From an optimization exercise on the open Yosys and OpenROAD flow, aimed at small area, a short achievable clock period and few clock cycles; shortcuts taken in it are not production practice. No run shown here included a check of the RTL's function; only the layout flow was run.

==> flow/design.v, too long to show whole: its modules and the start of the top module <==
// module US_CSC: 1577 lines
module US_CSC (
   input  logic            Clock,
   input  logic            Resetn,
   output logic            SRAM_we_n,
   output logic   [17:0]   SRAM_address,
   input  logic   [15:0]   SRAM_read_data,
   output logic   [15:0]   SRAM_write_data,
   input  logic            US_CSC_enable,
   output logic            US_CSC_complete
);
  // ...
==> flow/flow/run.sh <==
#!/bin/bash
# The standard ORFS layout (standard.sh: standard synthesis, the design's clock
# period and constraints), with these changes to how the layout is made:
#  - every input and output port still gets a buffer, but a plain buf_2 instead of
#    the clkdlybuf4s50_1 delay cell that buffer_ports picks by default;
#  - repair_timing keeps 9 ns of setup slack as margin, so it also shortens paths
#    that already meet the 13.5 ns clock (upsizing, buffering, pin swaps);
#  - 60% core utilization;
#  - clock tree from clkbuf_16 cells with sink clusters of at most 24 sinks / 60 um.
# make's output goes to standard_run.log; ORFS keeps each step's log under orfs/logs/.
bash standard.sh SETUP_SLACK_MARGIN=9 CORE_UTILIZATION=60 \
  "BUFFER_PORTS_ARGS=-buffer_cell sky130_fd_sc_hd__buf_2" \
  CTS_BUF_LIST=sky130_fd_sc_hd__clkbuf_16 CTS_CLUSTER_SIZE=24 CTS_CLUSTER_DIAMETER=60 \
  finish > standard_run.log 2>&1
==> flow/standard.sh <==
#!/bin/bash
# synth_recipe.tcl (not shown) runs the flow's synth.tcl, then flattens the netlist and writes it again
# the make line also repeats each setting of config.mk as NAME=value (left out here)
make -C /OpenROAD-flow-scripts/flow DESIGN_CONFIG=/design/flow/config.mk WORK_HOME=/design/flow/orfs CLKGATE_MAP_FILE= SYNTH_SCRIPT=/design/flow/synth_recipe.tcl "${@:-finish}"
==> flow/config.mk <==
export PLATFORM = sky130hd
export DESIGN_NAME = US_CSC
export DESIGN_NICKNAME = US_CSC
export VERILOG_FILES = /design/flow/design.v
export SDC_FILE = /design/flow/constraint.sdc
export NUM_CORES = 4
export LEC_CHECK = 0
export CAP_MARGIN = 20
export CORE_MARGIN = 2
export CORE_UTILIZATION = 40
export SLEW_MARGIN = 20
==> flow/constraint.sdc <==
create_clock -name core_clock -period 13.5 [get_ports {Clock}]
set_input_delay 2.7000 -clock core_clock [delete_from_list [all_inputs] [get_ports {Clock}]]
set_output_delay 2.7000 -clock core_clock [all_outputs]
set_load 0.01 [all_outputs]
==> metrics.yaml, run 1 <==
synth_top_family_by_area: "adder cells"
synthMuxAreaShare_pct: 2.24
cp-endpoint: "greg[7]"
yosysWarnings: 2
grt_pass1_vias: 14594
numPlacedInstances: 2529
synth_xor_area_share_pct: 4.07
fin_cells: 2617
synth_edf_count: 104
drt_first_pass_iters: 5
ctsHoldBuffers: 0
final.period_utilization_pct: 32.7
final_cell_area_um2: 23900
yosysMostFrequentCell: "inv_1"
largest-register: "sr"
synth_common_cells: "inv_1, ha_1, fa_1, dfxtp_1, nand2_1"
remaining_drc_errors: 0
path_clk_slew_ns: 0.09
fmax_mhz: 226
path_buf_inv: 4
vias_per_cell: 5.45
ys_types: 80
final_common_cell: "inv_1"
syn_inst: 2067
seq-cell-share_pct: 32.2
numPortBuffers: 54
cts_inserted_buffers: 24
multiInputGateArea_um2: 12600
final_core_util_pct: 67.1
num-clock-buffers: 24
num_io_pins: 55
die_x_um: 194
status: "no timing/DRC/antenna violations"
setup_viol: 0
ys_dominant_reg_cell: "dfxtp_1"
fillers: 2819
met2_length_mm: 22.1
met2_usage_pct: 42.7
==> run 2, diff against run 1 <==
--- a/flow/design.v
+++ b/flow/design.v
@@ -14,28 +14,22 @@
 localparam logic [15:0] LAST_FR = 16'd19199;
 logic        run;           
 logic [3:0]  ph;            
 logic [15:0] fr;            
 logic [6:0]  col;           
 logic [17:0] waddr;         
 logic [7:0]  sr [0:12];
 logic [7:0]  ys;            
-logic [7:0]  yp, up;        
-logic [9:0]  vp;            
-logic [7:0]  vpc;           
-logic [9:0]  vq;            
-logic [7:0]  vpn;           
+logic [7:0]  yp, up, vp;    
 logic [9:0]  up3;           
 logic [7:0]  usel;
-logic [9:0]  ufr;           
-logic [9:0]  usel10;
+logic [7:0]  ufr;           
 logic [7:0]  bufb, bufg;    
-logic [10:0] rreg, greg, breg;   
-logic [7:0]  rcl, gcl, bcl;      
+logic [7:0]  rreg, greg, breg;   
 logic        osel1, osel2;       
 logic [9:0]  fD, fE;        
 logic [8:0]  fC;            
 logic e0, o0, e79, o78, o79;
 logic [7:0] ta, tb, tc, td, te, tf;
 logic na, nb, nd, ne, nf;
 assign na = ~(e0 | o0);
 assign nb = ~e0;
@@ -47,24 +41,18 @@
       ta[k] = (na & sr[0][k]) | (e0 & sr[4][k]) | (o0 & sr[2][k]);
       tb[k] = (nb & sr[2][k]) | (e0 & sr[4][k]);
       tc[k] = sr[4][k];
       td[k] = (nd & sr[6][k]) | (o79 & sr[4][k]);
       te[k] = (ne & sr[8][k]) | (e79 & sr[6][k]) | (o79 & sr[4][k]);
       tf[k] = (nf & sr[10][k]) | (e79 & sr[6][k]) | (o78 & sr[8][k]) | (o79 & sr[4][k]);
    end
 end
-assign usel10 = (ph == 4'd3 || ph == 4'd6) ? ufr : {2'b00, sr[3]};
-assign usel = usel10[9] ? 8'd0 : (usel10[8] ? 8'hff : usel10[7:0]);
-assign rcl = rreg[10] ? 8'd0 : (rreg[9:8] != 2'd0 ? 8'hff : rreg[7:0]);
-assign gcl = greg[10] ? 8'd0 : (greg[9:8] != 2'd0 ? 8'hff : greg[7:0]);
-assign bcl = breg[10] ? 8'd0 : (breg[9:8] != 2'd0 ? 8'hff : breg[7:0]);
-assign vpc = (vp[7:0] & {8{vp[8]}}) | {8{vp[9]}};
-assign vpn = (vq[7:0] | {8{vq[8]}}) & {8{vq[9]}};
-assign SRAM_write_data = osel1 ? {bufb, rcl} : (osel2 ? {bufg, bufb} : {rcl, gcl});
+assign usel = (ph == 4'd3 || ph == 4'd6) ? ufr : sr[3];
+assign SRAM_write_data = osel1 ? {bufb, rreg} : (osel2 ? {bufg, bufb} : {rreg, greg});
 wire dd_w1 = ta[1] ^ tf[1];
 wire dd_w2 = ta[1] & tf[1];
 wire dd_w3 = ta[2] ^ tf[2];
 wire dd_w4 = ta[2] & tf[2];
 wire dd_w5 = ta[3] ^ tf[3];
 wire dd_w6 = ta[3] & tf[3];
 wire dd_w7 = ta[4] ^ tf[4];
 wire dd_w8 = ta[4] & tf[4];
@@ -478,102 +466,101 @@
 assign fs_s[12] = fs_w110 ^ fs_w177;
 assign fs_s[13] = fs_w112 ^ fs_w179;
 assign fs_s[14] = fs_w114 ^ fs_w181;
 assign fs_s[15] = fs_w116 ^ fs_w183;
 assign fs_s[16] = fs_w118 ^ fs_w185;
 assign fs_s[17] = fs_w120 ^ fs_w187;
 assign fs_s[7:0] = 8'd0;
 logic [7:0] fout;
-wire [9:0] fo10 = {fs_s[17], fs_s[16], fs_s[15:8]};
 assign fout = fs_s[17] ? 8'd0 : (fs_s[16] ? 8'hff : fs_s[15:8]);
 wire rs_w1 = yp[7] ^ yp[5] ^ yp[3];
 wire rs_w2 = (yp[7] & yp[5]) | (yp[7] & yp[3]) | (yp[5] & yp[3]);
-wire rs_w3 = yp[0] ^ vpc[5];
-wire rs_w4 = yp[0] & vpc[5];
+wire rs_w3 = yp[0] ^ vp[5];
+wire rs_w4 = yp[0] & vp[5];
 wire rs_w5 = yp[6] ^ yp[4] ^ yp[1];
 wire rs_w6 = (yp[6] & yp[4]) | (yp[6] & yp[1]) | (yp[4] & yp[1]);
-wire rs_w7 = vpc[6] ^ vpc[5];
-wire rs_w8 = vpc[6] & vpc[5];
+wire rs_w7 = vp[6] ^ vp[5];
+wire rs_w8 = vp[6] & vp[5];
 wire rs_w9 = yp[7] ^ yp[5] ^ yp[2];
 wire rs_w10 = (yp[7] & yp[5]) | (yp[7] & yp[2]) | (yp[5] & yp[2]);
-wire rs_w11 = vpc[7] ^ vpc[6];
-wire rs_w12 = vpc[7] & vpc[6];
+wire rs_w11 = vp[7] ^ vp[6];
+wire rs_w12 = vp[7] & vp[6];
 wire rs_w13 = yp[6] ^ yp[3];
 wire rs_w14 = yp[6] & yp[3];
-wire rs_w15 = ~yp[4] ^ vpc[6];
-wire rs_w16 = ~yp[4] & vpc[6];
-wire rs_w17 = ~yp[5] ^ vpc[7] ^ vpc[6];
-wire rs_w18 = (~yp[5] & vpc[7]) | (~yp[5] & vpc[6]) | (vpc[7] & vpc[6]);
-wire rs_w19 = vpc[3] ^ vpc[0];
-wire rs_w20 = vpc[3] & vpc[0];
-wire rs_w21 = ~yp[6] ^ vpc[7] ^ vpc[4];
-wire rs_w22 = (~yp[6] & vpc[7]) | (~yp[6] & vpc[4]) | (vpc[7] & vpc[4]);
-wire rs_w23 = ~yp[7] ^ yp[0] ^ vpc[5];
-wire rs_w24 = (~yp[7] & yp[0]) | (~yp[7] & vpc[5]) | (yp[0] & vpc[5]);
+wire rs_w15 = ~yp[4] ^ vp[6];
+wire rs_w16 = ~yp[4] & vp[6];
+wire rs_w17 = ~yp[5] ^ vp[7] ^ vp[6];
+wire rs_w18 = (~yp[5] & vp[7]) | (~yp[5] & vp[6]) | (vp[7] & vp[6]);
+wire rs_w19 = vp[3] ^ vp[0];
+wire rs_w20 = vp[3] & vp[0];
+wire rs_w21 = ~yp[6] ^ vp[7] ^ vp[4];
+wire rs_w22 = (~yp[6] & vp[7]) | (~yp[6] & vp[4]) | (vp[7] & vp[4]);
+wire rs_w23 = ~yp[7] ^ yp[0] ^ vp[5];
+wire rs_w24 = (~yp[7] & yp[0]) | (~yp[7] & vp[5]) | (yp[0] & vp[5]);
 wire rs_w25 = yp[2] ^ yp[0];
 wire rs_w26 = yp[2] & yp[0];
-wire rs_w27 = yp[3] ^ yp[1] ^ vpc[5];
-wire rs_w28 = (yp[3] & yp[1]) | (yp[3] & vpc[5]) | (yp[1] & vpc[5]);
-wire rs_w29 = vpc[1] ^ vpc[0];
-wire rs_w30 = vpc[1] & vpc[0];
+wire rs_w27 = yp[3] ^ yp[1] ^ vp[5];
+wire rs_w28 = (yp[3] & yp[1]) | (yp[3] & vp[5]) | (yp[1] & vp[5]);
+wire rs_w29 = vp[1] ^ vp[0];
+wire rs_w30 = vp[1] & vp[0];
 wire rs_w31 = yp[4] ^ yp[2] ^ yp[0];
 wire rs_w32 = (yp[4] & yp[2]) | (yp[4] & yp[0]) | (yp[2] & yp[0]);
-wire rs_w33 = vpc[6] ^ vpc[2] ^ vpc[1];
-wire rs_w34 = (vpc[6] & vpc[2]) | (vpc[6] & vpc[1]) | (vpc[2] & vpc[1]);
+wire rs_w33 = vp[6] ^ vp[2] ^ vp[1];
+wire rs_w34 = (vp[6] & vp[2]) | (vp[6] & vp[1]) | (vp[2] & vp[1]);
 wire rs_w35 = yp[5] ^ yp[3] ^ yp[1];
 wire rs_w36 = (yp[5] & yp[3]) | (yp[5] & yp[1]) | (yp[3] & yp[1]);
-wire rs_w37 = vpc[7] ^ vpc[3] ^ vpc[2];
-wire rs_w38 = (vpc[7] & vpc[3]) | (vpc[7] & vpc[2]) | (vpc[3] & vpc[2]);
+wire rs_w37 = vp[7] ^ vp[3] ^ vp[2];
+wire rs_w38 = (vp[7] & vp[3]) | (vp[7] & vp[2]) | (vp[3] & vp[2]);
 wire rs_w39 = yp[6] ^ yp[4] ^ yp[2];
 wire rs_w40 = (yp[6] & yp[4]) | (yp[6] & yp[2]) | (yp[4] & yp[2]);
-wire rs_w41 = vpc[4] ^ vpc[3] ^ vpc[0];
-wire rs_w42 = (vpc[4] & vpc[3]) | (vpc[4] & vpc[0]) | (vpc[3] & vpc[0]);
-wire rs_w43 = vpc[4] ^ vpc[1] ^ vpc[0];
-wire rs_w44 = (vpc[4] & vpc[1]) | (vpc[4] & vpc[0]) | (vpc[1] & vpc[0]);
+wire rs_w41 = vp[4] ^ vp[3] ^ vp[0];
+wire rs_w42 = (vp[4] & vp[3]) | (vp[4] & vp[0]) | (vp[3] & vp[0]);
+wire rs_w43 = vp[4] ^ vp[1] ^ vp[0];
+wire rs_w44 = (vp[4] & vp[1]) | (vp[4] & vp[0]) | (vp[1] & vp[0]);
 wire rs_w45 = 1'b1 ^ rs_w1 ^ rs_w3;
 wire rs_w46 = (1'b1 & rs_w1) | (1'b1 & rs_w3) | (rs_w1 & rs_w3);
-wire rs_w47 = vpc[2] ^ vpc[1] ^ rs_w5;
-wire rs_w48 = (vpc[2] & vpc[1]) | (vpc[2] & rs_w5) | (vpc[1] & rs_w5);
+wire rs_w47 = vp[2] ^ vp[1] ^ rs_w5;
+wire rs_w48 = (vp[2] & vp[1]) | (vp[2] & rs_w5) | (vp[1] & rs_w5);
 wire rs_w49 = rs_w7 ^ rs_w2 ^ rs_w4;
 wire rs_w50 = (rs_w7 & rs_w2) | (rs_w7 & rs_w4) | (rs_w2 & rs_w4);
-wire rs_w51 = vpc[3] ^ vpc[2] ^ rs_w9;
-wire rs_w52 = (vpc[3] & vpc[2]) | (vpc[3] & rs_w9) | (vpc[2] & rs_w9);
+wire rs_w51 = vp[3] ^ vp[2] ^ rs_w9;
+wire rs_w52 = (vp[3] & vp[2]) | (vp[3] & rs_w9) | (vp[2] & rs_w9);
 wire rs_w53 = rs_w11 ^ rs_w6 ^ rs_w8;
 wire rs_w54 = (rs_w11 & rs_w6) | (rs_w11 & rs_w8) | (rs_w6 & rs_w8);
-wire rs_w55 = vpc[7] ^ vpc[4] ^ vpc[3];
-wire rs_w56 = (vpc[7] & vpc[4]) | (vpc[7] & vpc[3]) | (vpc[4] & vpc[3]);
+wire rs_w55 = vp[7] ^ vp[4] ^ vp[3];
+wire rs_w56 = (vp[7] & vp[4]) | (vp[7] & vp[3]) | (vp[4] & vp[3]);
 wire rs_w57 = rs_w13 ^ rs_w10 ^ rs_w12;
 wire rs_w58 = (rs_w13 & rs_w10) | (rs_w13 & rs_w12) | (rs_w10 & rs_w12);
-wire rs_w59 = yp[7] ^ yp[4] ^ vpc[5];
-wire rs_w60 = (yp[7] & yp[4]) | (yp[7] & vpc[5]) | (yp[4] & vpc[5]);
-wire rs_w61 = vpc[4] ^ rs_w14;
-wire rs_w62 = vpc[4] & rs_w14;
-wire rs_w63 = yp[5] ^ vpc[6] ^ vpc[5];
-wire rs_w64 = (yp[5] & vpc[6]) | (yp[5] & vpc[5]) | (vpc[6] & vpc[5]);
-wire rs_w65 = ~yp[0] ^ vpc[2];
-wire rs_w66 = ~yp[0] & vpc[2];
-wire rs_w67 = ~yp[1] ^ vpc[3];
-wire rs_w68 = ~yp[1] & vpc[3];
-wire rs_w69 = ~yp[2] ^ vpc[4] ^ vpc[3];
-wire rs_w70 = (~yp[2] & vpc[4]) | (~yp[2] & vpc[3]) | (vpc[4] & vpc[3]);
-wire rs_w71 = ~yp[3] ^ vpc[5] ^ vpc[4];
-wire rs_w72 = (~yp[3] & vpc[5]) | (~yp[3] & vpc[4]) | (vpc[5] & vpc[4]);
-wire rs_w73 = vpc[5] ^ vpc[2] ^ 1'b1;
-wire rs_w74 = (vpc[5] & vpc[2]) | (vpc[5] & 1'b1) | (vpc[2] & 1'b1);
+wire rs_w59 = yp[7] ^ yp[4] ^ vp[5];
+wire rs_w60 = (yp[7] & yp[4]) | (yp[7] & vp[5]) | (yp[4] & vp[5]);
+wire rs_w61 = vp[4] ^ rs_w14;
+wire rs_w62 = vp[4] & rs_w14;
+wire rs_w63 = yp[5] ^ vp[6] ^ vp[5];
+wire rs_w64 = (yp[5] & vp[6]) | (yp[5] & vp[5]) | (vp[6] & vp[5]);
+wire rs_w65 = ~yp[0] ^ vp[2];
+wire rs_w66 = ~yp[0] & vp[2];
+wire rs_w67 = ~yp[1] ^ vp[3];
+wire rs_w68 = ~yp[1] & vp[3];
+wire rs_w69 = ~yp[2] ^ vp[4] ^ vp[3];
+wire rs_w70 = (~yp[2] & vp[4]) | (~yp[2] & vp[3]) | (vp[4] & vp[3]);
+wire rs_w71 = ~yp[3] ^ vp[5] ^ vp[4];
+wire rs_w72 = (~yp[3] & vp[5]) | (~yp[3] & vp[4]) | (vp[5] & vp[4]);
+wire rs_w73 = vp[5] ^ vp[2] ^ 1'b1;
+wire rs_w74 = (vp[5] & vp[2]) | (vp[5] & 1'b1) | (vp[2] & 1'b1);
 wire rs_w75 = 1'b1 ^ rs_w17 ^ rs_w19;
 wire rs_w76 = (1'b1 & rs_w17) | (1'b1 & rs_w19) | (rs_w17 & rs_w19);
-wire rs_w77 = vpc[1] ^ rs_w21 ^ rs_w18;
-wire rs_w78 = (vpc[1] & rs_w21) | (vpc[1] & rs_w18) | (rs_w21 & rs_w18);
-wire rs_w79 = vpc[2] ^ 1'b1 ^ rs_w23;
-wire rs_w80 = (vpc[2] & 1'b1) | (vpc[2] & rs_w23) | (1'b1 & rs_w23);
-wire rs_w81 = yp[1] ^ vpc[6] ^ vpc[3];
-wire rs_w82 = (yp[1] & vpc[6]) | (yp[1] & vpc[3]) | (vpc[6] & vpc[3]);
-wire rs_w83 = vpc[7] ^ vpc[4] ^ vpc[0];
-wire rs_w84 = (vpc[7] & vpc[4]) | (vpc[7] & vpc[0]) | (vpc[4] & vpc[0]);
+wire rs_w77 = vp[1] ^ rs_w21 ^ rs_w18;
+wire rs_w78 = (vp[1] & rs_w21) | (vp[1] & rs_w18) | (rs_w21 & rs_w18);
+wire rs_w79 = vp[2] ^ 1'b1 ^ rs_w23;
+wire rs_w80 = (vp[2] & 1'b1) | (vp[2] & rs_w23) | (1'b1 & rs_w23);
+wire rs_w81 = yp[1] ^ vp[6] ^ vp[3];
+wire rs_w82 = (yp[1] & vp[6]) | (yp[1] & vp[3]) | (vp[6] & vp[3]);
+wire rs_w83 = vp[7] ^ vp[4] ^ vp[0];
+wire rs_w84 = (vp[7] & vp[4]) | (vp[7] & vp[0]) | (vp[4] & vp[0]);
 wire rs_w85 = 1'b1 ^ rs_w27 ^ rs_w29;
 wire rs_w86 = (1'b1 & rs_w27) | (1'b1 & rs_w29) | (rs_w27 & rs_w29);
 wire rs_w87 = rs_w31 ^ rs_w33 ^ rs_w28;
 wire rs_w88 = (rs_w31 & rs_w33) | (rs_w31 & rs_w28) | (rs_w33 & rs_w28);
 wire rs_w89 = rs_w35 ^ rs_w37 ^ rs_w32;
 wire rs_w90 = (rs_w35 & rs_w37) | (rs_w35 & rs_w32) | (rs_w37 & rs_w32);
 wire rs_w91 = rs_w39 ^ rs_w41 ^ rs_w36;
 wire rs_w92 = (rs_w39 & rs_w41) | (rs_w39 & rs_w36) | (rs_w41 & rs_w36);
@@ -584,26 +571,26 @@
 wire rs_w97 = rs_w51 ^ rs_w53 ^ rs_w48;
 wire rs_w98 = (rs_w51 & rs_w53) | (rs_w51 & rs_w48) | (rs_w53 & rs_w48);
 wire rs_w99 = rs_w55 ^ rs_w57 ^ rs_w52;
 wire rs_w100 = (rs_w55 & rs_w57) | (rs_w55 & rs_w52) | (rs_w57 & rs_w52);
 wire rs_w101 = rs_w59 ^ rs_w61 ^ rs_w56;
 wire rs_w102 = (rs_w59 & rs_w61) | (rs_w59 & rs_w56) | (rs_w61 & rs_w56);
 wire rs_w103 = 1'b1 ^ rs_w63 ^ rs_w60;
 wire rs_w104 = (1'b1 & rs_w63) | (1'b1 & rs_w60) | (rs_w63 & rs_w60);
-wire rs_w105 = yp[6] ^ vpc[7] ^ vpc[6];
-wire rs_w106 = (yp[6] & vpc[7]) | (yp[6] & vpc[6]) | (vpc[7] & vpc[6]);
-wire rs_w107 = vpc[1] ^ 1'b1;
-wire rs_w108 = vpc[1] & 1'b1;
-wire rs_w109 = vpc[2] ^ rs_w67 ^ rs_w66;
-wire rs_w110 = (vpc[2] & rs_w67) | (vpc[2] & rs_w66) | (rs_w67 & rs_w66);
-wire rs_w111 = vpc[0] ^ rs_w69 ^ rs_w68;
-wire rs_w112 = (vpc[0] & rs_w69) | (vpc[0] & rs_w68) | (rs_w69 & rs_w68);
-wire rs_w113 = vpc[1] ^ rs_w71 ^ rs_w70;
-wire rs_w114 = (vpc[1] & rs_w71) | (vpc[1] & rs_w70) | (rs_w71 & rs_w70);
+wire rs_w105 = yp[6] ^ vp[7] ^ vp[6];
+wire rs_w106 = (yp[6] & vp[7]) | (yp[6] & vp[6]) | (vp[7] & vp[6]);
+wire rs_w107 = vp[1] ^ 1'b1;
+wire rs_w108 = vp[1] & 1'b1;
+wire rs_w109 = vp[2] ^ rs_w67 ^ rs_w66;
+wire rs_w110 = (vp[2] & rs_w67) | (vp[2] & rs_w66) | (rs_w67 & rs_w66);
+wire rs_w111 = vp[0] ^ rs_w69 ^ rs_w68;
+wire rs_w112 = (vp[0] & rs_w69) | (vp[0] & rs_w68) | (rs_w69 & rs_w68);
+wire rs_w113 = vp[1] ^ rs_w71 ^ rs_w70;
+wire rs_w114 = (vp[1] & rs_w71) | (vp[1] & rs_w70) | (rs_w71 & rs_w70);
 wire rs_w115 = rs_w15 ^ rs_w73 ^ rs_w72;
 wire rs_w116 = (rs_w15 & rs_w73) | (rs_w15 & rs_w72) | (rs_w73 & rs_w72);
 wire rs_w117 = rs_w16 ^ rs_w75 ^ rs_w74;
 wire rs_w118 = (rs_w16 & rs_w75) | (rs_w16 & rs_w74) | (rs_w75 & rs_w74);
 wire rs_w119 = rs_w20 ^ rs_w77 ^ rs_w76;
 wire rs_w120 = (rs_w20 & rs_w77) | (rs_w20 & rs_w76) | (rs_w77 & rs_w76);
 wire rs_w121 = rs_w22 ^ rs_w79 ^ rs_w78;
 wire rs_w122 = (rs_w22 & rs_w79) | (rs_w22 & rs_w78) | (rs_w79 & rs_w78);
@@ -628,22 +615,22 @@
 wire rs_w141 = rs_w54 ^ rs_w99 ^ rs_w98;
 wire rs_w142 = (rs_w54 & rs_w99) | (rs_w54 & rs_w98) | (rs_w99 & rs_w98);
 wire rs_w143 = rs_w58 ^ rs_w101 ^ rs_w100;
 wire rs_w144 = (rs_w58 & rs_w101) | (rs_w58 & rs_w100) | (rs_w101 & rs_w100);
 wire rs_w145 = rs_w62 ^ rs_w103 ^ rs_w102;
 wire rs_w146 = (rs_w62 & rs_w103) | (rs_w62 & rs_w102) | (rs_w103 & rs_w102);
 wire rs_w147 = rs_w64 ^ rs_w105 ^ rs_w104;
 wire rs_w148 = (rs_w64 & rs_w105) | (rs_w64 & rs_w104) | (rs_w105 & rs_w104);
-wire rs_w149 = yp[7] ^ vpc[7] ^ rs_w106;
-wire rs_w150 = (yp[7] & vpc[7]) | (yp[7] & rs_w106) | (vpc[7] & rs_w106);
-wire rs_w151 = vpc[0] & 1'b0;
-wire rs_w152 = vpc[0] ^ 1'b0;
-wire rs_w153 = vpc[1] & vpc[0];
-wire rs_w154 = vpc[1] ^ vpc[0];
+wire rs_w149 = yp[7] ^ vp[7] ^ rs_w106;
+wire rs_w150 = (yp[7] & vp[7]) | (yp[7] & rs_w106) | (vp[7] & rs_w106);
+wire rs_w151 = vp[0] & 1'b0;
+wire rs_w152 = vp[0] ^ 1'b0;
+wire rs_w153 = vp[1] & vp[0];
+wire rs_w154 = vp[1] ^ vp[0];
 wire rs_w155 = rs_w65 & rs_w107;
 wire rs_w156 = rs_w65 ^ rs_w107;
 wire rs_w157 = rs_w109 & rs_w108;
 wire rs_w158 = rs_w109 ^ rs_w108;
 wire rs_w159 = rs_w111 & rs_w110;
 wire rs_w160 = rs_w111 ^ rs_w110;
 wire rs_w161 = rs_w113 & rs_w112;
 wire rs_w162 = rs_w113 ^ rs_w112;
@@ -829,110 +816,110 @@
 wire gs_w5 = yp[6] ^ yp[4] ^ yp[2];
 wire gs_w6 = (yp[6] & yp[4]) | (yp[6] & yp[2]) | (yp[4] & yp[2]);
 wire gs_w7 = ~up3[2] ^ ~up[5];
 wire gs_w8 = ~up3[2] & ~up[5];
 wire gs_w9 = yp[7] ^ yp[5] ^ yp[3];
 wire gs_w10 = (yp[7] & yp[5]) | (yp[7] & yp[3]) | (yp[5] & yp[3]);
 wire gs_w11 = yp[0] ^ ~up3[3] ^ ~up[6];
 wire gs_w12 = (yp[0] & ~up3[3]) | (yp[0] & ~up[6]) | (~up3[3] & ~up[6]);
-wire gs_w13 = vpn[4] ^ vpn[2];
-wire gs_w14 = vpn[4] & vpn[2];
+wire gs_w13 = ~vp[4] ^ ~vp[2];
+wire gs_w14 = ~vp[4] & ~vp[2];
 wire gs_w15 = yp[6] ^ yp[4] ^ yp[1];
 wire gs_w16 = (yp[6] & yp[4]) | (yp[6] & yp[1]) | (yp[4] & yp[1]);
-wire gs_w17 = ~up3[4] ^ ~up[7] ^ vpn[5];
-wire gs_w18 = (~up3[4] & ~up[7]) | (~up3[4] & vpn[5]) | (~up[7] & vpn[5]);
-wire gs_w19 = vpn[3] ^ vpn[2];
-wire gs_w20 = vpn[3] & vpn[2];
+wire gs_w17 = ~up3[4] ^ ~up[7] ^ ~vp[5];
+wire gs_w18 = (~up3[4] & ~up[7]) | (~up3[4] & ~vp[5]) | (~up[7] & ~vp[5]);
+wire gs_w19 = ~vp[3] ^ ~vp[2];
+wire gs_w20 = ~vp[3] & ~vp[2];
 wire gs_w21 = yp[7] ^ yp[5] ^ yp[2];
 wire gs_w22 = (yp[7] & yp[5]) | (yp[7] & yp[2]) | (yp[5] & yp[2]);
-wire gs_w23 = ~up3[5] ^ vpn[6] ^ vpn[4];
-wire gs_w24 = (~up3[5] & vpn[6]) | (~up3[5] & vpn[4]) | (vpn[6] & vpn[4]);
-wire gs_w25 = vpn[3] ^ 1'b1;
-wire gs_w26 = vpn[3] & 1'b1;
+wire gs_w23 = ~up3[5] ^ ~vp[6] ^ ~vp[4];
+wire gs_w24 = (~up3[5] & ~vp[6]) | (~up3[5] & ~vp[4]) | (~vp[6] & ~vp[4]);
+wire gs_w25 = ~vp[3] ^ 1'b1;
+wire gs_w26 = ~vp[3] & 1'b1;
 wire gs_w27 = yp[6] ^ yp[3] ^ ~up3[6];
 wire gs_w28 = (yp[6] & yp[3]) | (yp[6] & ~up3[6]) | (yp[3] & ~up3[6]);
-wire gs_w29 = vpn[7] ^ vpn[5];
-wire gs_w30 = vpn[7] & vpn[5];
+wire gs_w29 = ~vp[7] ^ ~vp[5];
+wire gs_w30 = ~vp[7] & ~vp[5];
 wire gs_w31 = yp[7] ^ yp[4] ^ ~up3[7];
 wire gs_w32 = (yp[7] & yp[4]) | (yp[7] & ~up3[7]) | (yp[4] & ~up3[7]);
 wire gs_w33 = ~yp[3] ^ ~up3[2];
 wire gs_w34 = ~yp[3] & ~up3[2];
-wire gs_w35 = ~yp[4] ^ ~up3[3] ^ vpn[6];
-wire gs_w36 = (~yp[4] & ~up3[3]) | (~yp[4] & vpn[6]) | (~up3[3] & vpn[6]);
-wire gs_w37 = ~yp[5] ^ ~up3[4] ^ vpn[7];
-wire gs_w38 = (~yp[5] & ~up3[4]) | (~yp[5] & vpn[7]) | (~up3[4] & vpn[7]);
+wire gs_w35 = ~yp[4] ^ ~up3[3] ^ ~vp[6];
+wire gs_w36 = (~yp[4] & ~up3[3]) | (~yp[4] & ~vp[6]) | (~up3[3] & ~vp[6]);
+wire gs_w37 = ~yp[5] ^ ~up3[4] ^ ~vp[7];
+wire gs_w38 = (~yp[5] & ~up3[4]) | (~yp[5] & ~vp[7]) | (~up3[4] & ~vp[7]);
 wire gs_w39 = ~yp[6] ^ ~up3[5];
 wire gs_w40 = ~yp[6] & ~up3[5];
 wire gs_w41 = ~yp[7] ^ yp[0] ^ ~up3[6];
 wire gs_w42 = (~yp[7] & yp[0]) | (~yp[7] & ~up3[6]) | (yp[0] & ~up3[6]);
 wire gs_w43 = yp[1] ^ ~up[0];
 wire gs_w44 = yp[1] & ~up[0];
 wire gs_w45 = yp[2] ^ yp[0] ^ ~up[1];
 wire gs_w46 = (yp[2] & yp[0]) | (yp[2] & ~up[1]) | (yp[0] & ~up[1]);
-wire gs_w47 = ~up3[8] ^ vpn[6];
-wire gs_w48 = ~up3[8] & vpn[6];
+wire gs_w47 = ~up3[8] ^ ~vp[6];
+wire gs_w48 = ~up3[8] & ~vp[6];
 wire gs_w49 = yp[3] ^ yp[1] ^ ~up[2];
 wire gs_w50 = (yp[3] & yp[1]) | (yp[3] & ~up[2]) | (yp[1] & ~up[2]);
-wire gs_w51 = ~up3[9] ^ vpn[7] ^ vpn[0];
-wire gs_w52 = (~up3[9] & vpn[7]) | (~up3[9] & vpn[0]) | (vpn[7] & vpn[0]);
+wire gs_w51 = ~up3[9] ^ ~vp[7] ^ ~vp[0];
+wire gs_w52 = (~up3[9] & ~vp[7]) | (~up3[9] & ~vp[0]) | (~vp[7] & ~vp[0]);
 wire gs_w53 = yp[0] ^ ~up3[0] ^ ~up[3];
 wire gs_w54 = (yp[0] & ~up3[0]) | (yp[0] & ~up[3]) | (~up3[0] & ~up[3]);
-wire gs_w55 = vpn[1] ^ 1'b1 ^ gs_w1;
-wire gs_w56 = (vpn[1] & 1'b1) | (vpn[1] & gs_w1) | (1'b1 & gs_w1);
-wire gs_w57 = ~up3[1] ^ ~up[4] ^ vpn[2];
-wire gs_w58 = (~up3[1] & ~up[4]) | (~up3[1] & vpn[2]) | (~up[4] & vpn[2]);
-wire gs_w59 = vpn[0] ^ gs_w3 ^ gs_w2;
-wire gs_w60 = (vpn[0] & gs_w3) | (vpn[0] & gs_w2) | (gs_w3 & gs_w2);
-wire gs_w61 = vpn[3] ^ vpn[1] ^ vpn[0];
-wire gs_w62 = (vpn[3] & vpn[1]) | (vpn[3] & vpn[0]) | (vpn[1] & vpn[0]);
+wire gs_w55 = ~vp[1] ^ 1'b1 ^ gs_w1;
+wire gs_w56 = (~vp[1] & 1'b1) | (~vp[1] & gs_w1) | (1'b1 & gs_w1);
+wire gs_w57 = ~up3[1] ^ ~up[4] ^ ~vp[2];
+wire gs_w58 = (~up3[1] & ~up[4]) | (~up3[1] & ~vp[2]) | (~up[4] & ~vp[2]);
+wire gs_w59 = ~vp[0] ^ gs_w3 ^ gs_w2;
+wire gs_w60 = (~vp[0] & gs_w3) | (~vp[0] & gs_w2) | (gs_w3 & gs_w2);
+wire gs_w61 = ~vp[3] ^ ~vp[1] ^ ~vp[0];
+wire gs_w62 = (~vp[3] & ~vp[1]) | (~vp[3] & ~vp[0]) | (~vp[1] & ~vp[0]);
 wire gs_w63 = gs_w5 ^ gs_w7 ^ gs_w4;
 wire gs_w64 = (gs_w5 & gs_w7) | (gs_w5 & gs_w4) | (gs_w7 & gs_w4);
-wire gs_w65 = vpn[1] ^ gs_w9 ^ gs_w11;
-wire gs_w66 = (vpn[1] & gs_w9) | (vpn[1] & gs_w11) | (gs_w9 & gs_w11);
+wire gs_w65 = ~vp[1] ^ gs_w9 ^ gs_w11;
+wire gs_w66 = (~vp[1] & gs_w9) | (~vp[1] & gs_w11) | (gs_w9 & gs_w11);
 wire gs_w67 = gs_w13 ^ gs_w6 ^ gs_w8;
 wire gs_w68 = (gs_w13 & gs_w6) | (gs_w13 & gs_w8) | (gs_w6 & gs_w8);
 wire gs_w69 = gs_w15 ^ gs_w17 ^ gs_w19;
 wire gs_w70 = (gs_w15 & gs_w17) | (gs_w15 & gs_w19) | (gs_w17 & gs_w19);
 wire gs_w71 = gs_w10 ^ gs_w12 ^ gs_w14;
 wire gs_w72 = (gs_w10 & gs_w12) | (gs_w10 & gs_w14) | (gs_w12 & gs_w14);
 wire gs_w73 = gs_w21 ^ gs_w23 ^ gs_w25;
 wire gs_w74 = (gs_w21 & gs_w23) | (gs_w21 & gs_w25) | (gs_w23 & gs_w25);
 wire gs_w75 = gs_w16 ^ gs_w18 ^ gs_w20;
 wire gs_w76 = (gs_w16 & gs_w18) | (gs_w16 & gs_w20) | (gs_w18 & gs_w20);
-wire gs_w77 = vpn[4] ^ gs_w27 ^ gs_w29;
-wire gs_w78 = (vpn[4] & gs_w27) | (vpn[4] & gs_w29) | (gs_w27 & gs_w29);
+wire gs_w77 = ~vp[4] ^ gs_w27 ^ gs_w29;
+wire gs_w78 = (~vp[4] & gs_w27) | (~vp[4] & gs_w29) | (gs_w27 & gs_w29);
 wire gs_w79 = gs_w22 ^ gs_w24 ^ gs_w26;
 wire gs_w80 = (gs_w22 & gs_w24) | (gs_w22 & gs_w26) | (gs_w24 & gs_w26);
-wire gs_w81 = vpn[6] ^ vpn[5] ^ 1'b1;
-wire gs_w82 = (vpn[6] & vpn[5]) | (vpn[6] & 1'b1) | (vpn[5] & 1'b1);
+wire gs_w81 = ~vp[6] ^ ~vp[5] ^ 1'b1;
+wire gs_w82 = (~vp[6] & ~vp[5]) | (~vp[6] & 1'b1) | (~vp[5] & 1'b1);
 wire gs_w83 = gs_w31 ^ gs_w28 ^ gs_w30;
 wire gs_w84 = (gs_w31 & gs_w28) | (gs_w31 & gs_w30) | (gs_w28 & gs_w30);
-wire gs_w85 = yp[5] ^ ~up3[8] ^ vpn[7];
-wire gs_w86 = (yp[5] & ~up3[8]) | (yp[5] & vpn[7]) | (~up3[8] & vpn[7]);
-wire gs_w87 = vpn[6] ^ 1'b1 ^ gs_w32;
-wire gs_w88 = (vpn[6] & 1'b1) | (vpn[6] & gs_w32) | (1'b1 & gs_w32);
+wire gs_w85 = yp[5] ^ ~up3[8] ^ ~vp[7];
+wire gs_w86 = (yp[5] & ~up3[8]) | (yp[5] & ~vp[7]) | (~up3[8] & ~vp[7]);
+wire gs_w87 = ~vp[6] ^ 1'b1 ^ gs_w32;
+wire gs_w88 = (~vp[6] & 1'b1) | (~vp[6] & gs_w32) | (1'b1 & gs_w32);
 wire gs_w89 = yp[6] ^ ~up3[9];
 wire gs_w90 = yp[6] & ~up3[9];
 wire gs_w91 = ~yp[1] ^ ~up3[0];
 wire gs_w92 = ~yp[1] & ~up3[0];
 wire gs_w93 = ~yp[2] ^ ~up3[1];
 wire gs_w94 = ~yp[2] & ~up3[1];
-wire gs_w95 = vpn[5] ^ vpn[0] ^ 1'b1;
-wire gs_w96 = (vpn[5] & vpn[0]) | (vpn[5] & 1'b1) | (vpn[0] & 1'b1);
-wire gs_w97 = vpn[1] ^ 1'b1 ^ gs_w35;
-wire gs_w98 = (vpn[1] & 1'b1) | (vpn[1] & gs_w35) | (1'b1 & gs_w35);
-wire gs_w99 = vpn[2] ^ 1'b1 ^ gs_w37;
-wire gs_w100 = (vpn[2] & 1'b1) | (vpn[2] & gs_w37) | (1'b1 & gs_w37);
-wire gs_w101 = vpn[3] ^ 1'b1 ^ gs_w39;
-wire gs_w102 = (vpn[3] & 1'b1) | (vpn[3] & gs_w39) | (1'b1 & gs_w39);
-wire gs_w103 = vpn[4] ^ 1'b1 ^ gs_w41;
-wire gs_w104 = (vpn[4] & 1'b1) | (vpn[4] & gs_w41) | (1'b1 & gs_w41);
-wire gs_w105 = ~up3[7] ^ vpn[5] ^ gs_w43;
-wire gs_w106 = (~up3[7] & vpn[5]) | (~up3[7] & gs_w43) | (vpn[5] & gs_w43);
+wire gs_w95 = ~vp[5] ^ ~vp[0] ^ 1'b1;
+wire gs_w96 = (~vp[5] & ~vp[0]) | (~vp[5] & 1'b1) | (~vp[0] & 1'b1);
+wire gs_w97 = ~vp[1] ^ 1'b1 ^ gs_w35;
+wire gs_w98 = (~vp[1] & 1'b1) | (~vp[1] & gs_w35) | (1'b1 & gs_w35);
+wire gs_w99 = ~vp[2] ^ 1'b1 ^ gs_w37;
+wire gs_w100 = (~vp[2] & 1'b1) | (~vp[2] & gs_w37) | (1'b1 & gs_w37);
+wire gs_w101 = ~vp[3] ^ 1'b1 ^ gs_w39;
+wire gs_w102 = (~vp[3] & 1'b1) | (~vp[3] & gs_w39) | (1'b1 & gs_w39);
+wire gs_w103 = ~vp[4] ^ 1'b1 ^ gs_w41;
+wire gs_w104 = (~vp[4] & 1'b1) | (~vp[4] & gs_w41) | (1'b1 & gs_w41);
+wire gs_w105 = ~up3[7] ^ ~vp[5] ^ gs_w43;
+wire gs_w106 = (~up3[7] & ~vp[5]) | (~up3[7] & gs_w43) | (~vp[5] & gs_w43);
 wire gs_w107 = 1'b1 ^ gs_w45 ^ gs_w47;
 wire gs_w108 = (1'b1 & gs_w45) | (1'b1 & gs_w47) | (gs_w45 & gs_w47);
 wire gs_w109 = gs_w49 ^ gs_w51 ^ gs_w46;
 wire gs_w110 = (gs_w49 & gs_w51) | (gs_w49 & gs_w46) | (gs_w51 & gs_w46);
 wire gs_w111 = gs_w53 ^ gs_w55 ^ gs_w50;
 wire gs_w112 = (gs_w53 & gs_w55) | (gs_w53 & gs_w50) | (gs_w55 & gs_w50);
 wire gs_w113 = gs_w57 ^ gs_w59 ^ gs_w54;
 wire gs_w114 = (gs_w57 & gs_w59) | (gs_w57 & gs_w54) | (gs_w59 & gs_w54);
@@ -945,24 +932,24 @@
 wire gs_w121 = gs_w73 ^ gs_w75 ^ gs_w70;
 wire gs_w122 = (gs_w73 & gs_w75) | (gs_w73 & gs_w70) | (gs_w75 & gs_w70);
 wire gs_w123 = gs_w77 ^ gs_w79 ^ gs_w74;
 wire gs_w124 = (gs_w77 & gs_w79) | (gs_w77 & gs_w74) | (gs_w79 & gs_w74);
 wire gs_w125 = gs_w81 ^ gs_w83 ^ gs_w78;
 wire gs_w126 = (gs_w81 & gs_w83) | (gs_w81 & gs_w78) | (gs_w83 & gs_w78);
 wire gs_w127 = gs_w85 ^ gs_w87 ^ gs_w82;
 wire gs_w128 = (gs_w85 & gs_w87) | (gs_w85 & gs_w82) | (gs_w87 & gs_w82);
-wire gs_w129 = vpn[7] ^ gs_w89 ^ gs_w86;
-wire gs_w130 = (vpn[7] & gs_w89) | (vpn[7] & gs_w86) | (gs_w89 & gs_w86);
-wire gs_w131 = ~yp[0] ^ vpn[2];
-wire gs_w132 = ~yp[0] & vpn[2];
-wire gs_w133 = vpn[3] ^ 1'b1 ^ gs_w91;
-wire gs_w134 = (vpn[3] & 1'b1) | (vpn[3] & gs_w91) | (1'b1 & gs_w91);
-wire gs_w135 = vpn[4] ^ gs_w93 ^ gs_w92;
-wire gs_w136 = (vpn[4] & gs_w93) | (vpn[4] & gs_w92) | (gs_w93 & gs_w92);
+wire gs_w129 = ~vp[7] ^ gs_w89 ^ gs_w86;
+wire gs_w130 = (~vp[7] & gs_w89) | (~vp[7] & gs_w86) | (gs_w89 & gs_w86);
+wire gs_w131 = ~yp[0] ^ ~vp[2];
+wire gs_w132 = ~yp[0] & ~vp[2];
+wire gs_w133 = ~vp[3] ^ 1'b1 ^ gs_w91;
+wire gs_w134 = (~vp[3] & 1'b1) | (~vp[3] & gs_w91) | (1'b1 & gs_w91);
+wire gs_w135 = ~vp[4] ^ gs_w93 ^ gs_w92;
+wire gs_w136 = (~vp[4] & gs_w93) | (~vp[4] & gs_w92) | (gs_w93 & gs_w92);
 wire gs_w137 = gs_w33 ^ gs_w95 ^ gs_w94;
 wire gs_w138 = (gs_w33 & gs_w95) | (gs_w33 & gs_w94) | (gs_w95 & gs_w94);
 wire gs_w139 = gs_w34 ^ gs_w97 ^ gs_w96;
 wire gs_w140 = (gs_w34 & gs_w97) | (gs_w34 & gs_w96) | (gs_w97 & gs_w96);
 wire gs_w141 = gs_w36 ^ gs_w99 ^ gs_w98;
 wire gs_w142 = (gs_w36 & gs_w99) | (gs_w36 & gs_w98) | (gs_w99 & gs_w98);
 wire gs_w143 = gs_w38 ^ gs_w101 ^ gs_w100;
 wire gs_w144 = (gs_w38 & gs_w101) | (gs_w38 & gs_w100) | (gs_w101 & gs_w100);
@@ -991,20 +978,20 @@
 wire gs_w167 = gs_w80 ^ gs_w125 ^ gs_w124;
 wire gs_w168 = (gs_w80 & gs_w125) | (gs_w80 & gs_w124) | (gs_w125 & gs_w124);
 wire gs_w169 = gs_w84 ^ gs_w127 ^ gs_w126;
 wire gs_w170 = (gs_w84 & gs_w127) | (gs_w84 & gs_w126) | (gs_w127 & gs_w126);
 wire gs_w171 = gs_w88 ^ gs_w129 ^ gs_w128;
 wire gs_w172 = (gs_w88 & gs_w129) | (gs_w88 & gs_w128) | (gs_w129 & gs_w128);
 wire gs_w173 = yp[7] ^ gs_w90 ^ gs_w130;
 wire gs_w174 = (yp[7] & gs_w90) | (yp[7] & gs_w130) | (gs_w90 & gs_w130);
-wire gs_w175 = vpn[0] & 1'b1;
-wire gs_w176 = vpn[0] ^ 1'b1;
-wire gs_w177 = vpn[1] & 1'b0;
-wire gs_w178 = vpn[1] ^ 1'b0;
+wire gs_w175 = ~vp[0] & 1'b1;
+wire gs_w176 = ~vp[0] ^ 1'b1;
+wire gs_w177 = ~vp[1] & 1'b0;
+wire gs_w178 = ~vp[1] ^ 1'b0;
 wire gs_w179 = 1'b1 & gs_w131;
 wire gs_w180 = 1'b1 ^ gs_w131;
 wire gs_w181 = gs_w133 & gs_w132;
 wire gs_w182 = gs_w133 ^ gs_w132;
 wire gs_w183 = gs_w135 & gs_w134;
 wire gs_w184 = gs_w135 ^ gs_w134;
 wire gs_w185 = gs_w137 & gs_w136;
 wire gs_w186 = gs_w137 ^ gs_w136;
@@ -1503,49 +1490,44 @@
    e0  <= (col == 7'd0)  && (ph == 4'd0 || ph == 4'd1);
    e79 <= (col == 7'd79) && (ph == 4'd0 || ph == 4'd1);
    o0  <= (col == 7'd0)  && (ph == 4'd3 || ph == 4'd4);
    o78 <= (col == 7'd78) && (ph == 4'd3 || ph == 4'd4);
    o79 <= (col == 7'd79) && (ph == 4'd3 || ph == 4'd4);
    fD <= dd_o;
    fE <= de_o;
    fC <= {1'b0, tc} + {1'b0, td};
-   ufr <= fo10;
+   ufr <= fout;
    if (ph == 4'd2 || ph == 4'd5) yp <= SRAM_read_data[15:8];
    else                          yp <= ys;
    up <= usel;
    up3 <= {2'b00, usel} + {1'b0, usel, 1'b0};
-   if (ph == 4'd3 || ph == 4'd6) begin
-      vp <= {~fo10[9] & fo10[8], ~fo10[9] & ~fo10[8], fo10[7:0]};
-      vq <= ~{~fo10[9] & fo10[8], ~fo10[9] & ~fo10[8], fo10[7:0]};
-   end else begin
-      vp <= {2'b01, sr[4]};
-      vq <= ~{2'b01, sr[4]};
-   end
+   if (ph == 4'd3 || ph == 4'd6) vp <= fout;
+   else                          vp <= sr[4];
    ys <= SRAM_read_data[7:0];    
    if (ph == 4'd1 || ph == 4'd2 || ph == 4'd4 || ph == 4'd5) begin
       for (i = 0; i < 12; i = i + 1) sr[i] <= sr[i+1];
    end
    if (ph == 4'd3 || ph == 4'd4) begin
       sr[10] <= SRAM_read_data[15:8];
       sr[12] <= SRAM_read_data[7:0];
    end
    if (!run) SRAM_address <= U_BASE - 18'd2;    
    else case (ph)
       4'd0: SRAM_address <= U_BASE + {{2{fr[15]}}, fr};
       4'd1: SRAM_address <= V_BASE + {{2{fr[15]}}, fr};
       4'd2: SRAM_address <= {1'b0, fr, 1'b1};
       4'd9: SRAM_address <= {1'b0, fr + 16'd1, 1'b0};
       default: SRAM_address <= waddr;
    endcase
-   rreg <= rs_s[26:16];
-   greg <= gs_s[26:16];
-   breg <= bs_s[26:16];
-   bufb <= bcl;
-   bufg <= gcl;
+   rreg <= rr;
+   greg <= gg;
+   breg <= bb;
+   bufb <= breg;
+   bufg <= greg;
    osel1 <= (ph == 4'd4 || ph == 4'd7);
    osel2 <= (ph == 4'd5 || ph == 4'd8);
 end
 always_ff @(posedge Clock or negedge Resetn) begin
    if (!Resetn) begin
       run <= 1'b0;
       ph <= 4'd0;
       fr <= 16'hfffe;
==> flow/flow/run.sh (replaced) <==
#!/bin/bash
# Standard ORFS layout at the design's clock period and constraints; repair_timing
# is asked to keep extra setup slack so it works on the longest paths.
bash standard.sh SETUP_SLACK_MARGIN=9 CORE_UTILIZATION=60 CTS_BUF_LIST=sky130_fd_sc_hd__clkbuf_8 finish > standard_run.log 2>&1
==> run 2 against run 1 <==
Still clean. Critical path depth down 1. Setup slack worse by 0.12 ns. Design area increased by 3.3%. Synthesized cell count is 3.1% lower. Count of clock-buffer cells in the layout grew 31. Register-to-register slack got worse by 0.12 ns. Non-clock buffer count grew 42. Critical path type unchanged. Critical endpoint is now greg[2]. Highest routed layer unchanged.
==> metrics.yaml, run 2 <==
vias_per_cell: 5.46  # +0.21%
cp.arrival_ns: 5.03
synth_area_per_cell_um2: 10.6
core_area_um2: 34700
min_period_ns: 4.54
grt.overflow.total: 0
dp_hpwl_mm: 38.2
finalNetCount: 2596
async_flop_share_pct: 16.3
critical_path_class: "flip-flop to flip-flop"
reg_top3: "sr: 104 flops, SRAM_address: 18 flops, waddr: 18 flops"
grt_pass1_wl_mm: 80.6
num_rows: 68
crit_slowest_cell: "fa_1"
relSlewSlack_pct: 32.6
cts_tree: "built"
min_path_cells: 0
drt_iter0_markers: 880
critPathMaxFanout: 7
r2r-end: "greg[2]"
start_kind: "flip-flop"
yosysWarnings: 2  # unchanged
ctsHoldBuffers: 0  # unchanged
setup_viol: 0  # unchanged
start_util_pct: 61.3
syn_to_final_growth_pct: 16.2
fmax_mhz: 220  # -2.7%
cp.required_ns: 13.98
hold_violations: 0
cts_sinks: 295
ys_types: 86  # +7.5%
startpoint: "yp[5]"
slew_violations: 0
fin_setup_tns_ns: 0
seq_area_frac_synth_pct: 33.9
place.gp.congestion: 0.926
grtUsageMet3_pct: 4.35
yosysMostFrequentCell: "inv_1"
cts_buffer_depth: 3
numPortBuffers: 54  # unchanged
antenna_found_initial: 0
yosysTopAreaCellShare_pct: 19.3
rsz0062_at_grt: "yes"
grt_pass1_vias: 14812  # +1.5%
cp.depth: 16
layout_common_cells: "inv_1, ha_1, fa_1"
r2r_cells: 16
met2_usage_pct: 44.5  # +1.8 points
grt_max_degree: 81
synth_nets: 2449
status: "no timing/DRC/antenna violations"
regToRegStartpoint: "yp[5]"
gr-usage-all-layers_pct: 28.7
largest_register_ffs: 104
num_io_pins: 55  # unchanged
path_clk_slew_ns: 0.07  # -0.02 ns
vias: 14440
tightest_slew_ns: 1.01
busiest_layer: "met2"
hold_start: "breg[2]"
die_h_um: 192
wl_mm: 51.3
cpLargestDelayFamily: "adder cells"
hold_path.class: "flip-flop to flip-flop"
gr-usage-met1_pct: 42.3
largest-register: "sr"
reg2reg_slack_ns: 8.96
cp-end-kind: "flip-flop"
h-tree-depth: 2
critPathMaxStageDelay_ns: 0.58
antenna_left: 0
synth_area_leaders: "fa_1, edfxtp_1, dfxtp_1, ha_1, inv_1"
path_buf_inv: 4  # unchanged
path_cells: "clkinvlp_4 > fa_1 > inv_2 > fa_1 > inv_2 > fa_1 > inv_2 > fa_2 > ha_4 > nand4_1 > nor2b_2 > a22oi_2 > nand2_2 > o21a_1 > a211o_4 > maj3_2"
clk_latency_ns: 0.61
synth_common_cells: "inv_1, ha_1, fa_1, dfxtp_1, nand2_1"
remaining_drc_errors: 0  # unchanged
ys_dominant_reg_cell: "dfxtp_1"
wire_per_inst_um: 19.4
syn_inst: 2003  # -3.1%
die-area_um2: 37000
fin_worst_skew_ns: 0.0257
mappedNetlistArea_um2: 21300
final_common_cell: "inv_1"
n_antenna_cell: 0
cts-root-buf: "clkbuf_8"
holdPathEnd: "bufb[2]"
cap_violations: 0
yosysTopAreaCell: "fa_1"
synth_edf_count: 104  # unchanged
cts_inserted_buffers: 48  # +100%
drive_above_1_share_pct: 18.6
die_x_um: 192  # -1.1%
drt_first_pass_iters: 5  # unchanged
final.period_utilization_pct: 33.6  # +0.91 points
ys_ff_latch: 295
-- run 2: per-layer routing --
| metal | wire length [µm] | part of all wire, % |
|---|---|---|
| met4 | 1110 | 2.2 |
| met5 | 0 | 0 |
| met1 | 24200 | 47 |
| met3 | 2990 | 5.8 |
| met2 | 23000 | 45 |
-- run 2: layout make-up --
cell class,count,area [µm²]
Tap cell,455,569
Timing Repair Buffer,146,1270
Multi-Input combinational cell,1263,13100
Clock buffer,55,757
Inverter,396,1530
Fill cell,2595,10000
Clock inverter,35,210
Sequential cell,295,7310
-- run 2: worst reg2reg max path, delay by kind of cell (launching register included) --
family,cells,cell delay (ns)
DFF,1,0.44
adders and majority gates,6,2.67
and+or+nand+nor,3,0.29
AOI/OAI and AO/OA,3,0.73
buffers and inverters,4,0.31
-- run 2: through the flow --
step	hold WS (ns)	instance area, µm²	std cells	utilization, %	setup WS (ns)
final	0.325	24700	2645	71.2	8.96
after global routing	0.343	24700	2645	71.2	8.82
after CTS	0.327	24000	2610	69.2	8.80
after detailed placement	0.318	22200	2470	64.1	8.25
after global placement	0.324	22200	2470	64.1	8.32
after floorplan	0.310	21300	2003	-	8.98
-- run 2: kinds of logic (layout without fill, tap and decap cells) --
kind of cell | count (synthesis) | count (layout) | share of synthesized area (%)
muxes | 69 | 69 | 3.44
and+or+nand+nor | 347 | 347 | 7.53
xor gates and xnor gates | 114 | 114 | 4.70
adders and majority gates | 443 | 443 | 33.1
AOI/OAI and AO/OA | 290 | 290 | 9.36
buffers and inverters | 445 | 632 | 7.91
DFF | 295 | 295 | 33.9
-- run 2: worst max path at each step --
stage	to	slack (ns)
5_1_grt	vp[7]	8.82
2_1_floorplan	greg[6]	8.98
4_1_cts	SRAM_write_data[12]	8.80
3_5_place_dp	greg[6]	8.25
6_report	greg[2]	8.96
3_3_place_gp	greg[0]	8.32
-- run 2: what timing repair did --
action | in CTS | in global routing
gates resized for setup | 135 | 113
endpoints found under the setup margin | 62 | 54
buffers inserted | 50 | 35
pin swaps | 43 | 86

afterwards: timing with drivers on the ports:
How much do the figures lean on ideal ports? The routed layouts below were timed once more, with nothing changed but the port constraints. Step 1 assumes that a clkbuf_16 drives the clock port and a buf_2 every other input. Step 2 times the ports against the registers' clock, not the clock port: input delays grow and output delays shrink by t, the midpoint of the rising clock arrivals with the driver on. Slacks: ideal ports / drivers / drivers and shift; pairs: ideal ports / drivers.
run	t (ns)	setup slack, ns	worst hold slack (ns)	clock arrival spread, ns	slew at the worst register clock pin (ns)
run 1	0.624	9.081 / 9.037 / 9.081	0.412 / 0.412 / 0.412	0.025 / 0.024	0.09 / 0.09
run 2	0.649	8.958 / 8.949 / 8.958	0.325 / 0.325 / 0.325	0.027 / 0.027	0.08 / 0.08
After both steps setup and hold are still met in every run listed.
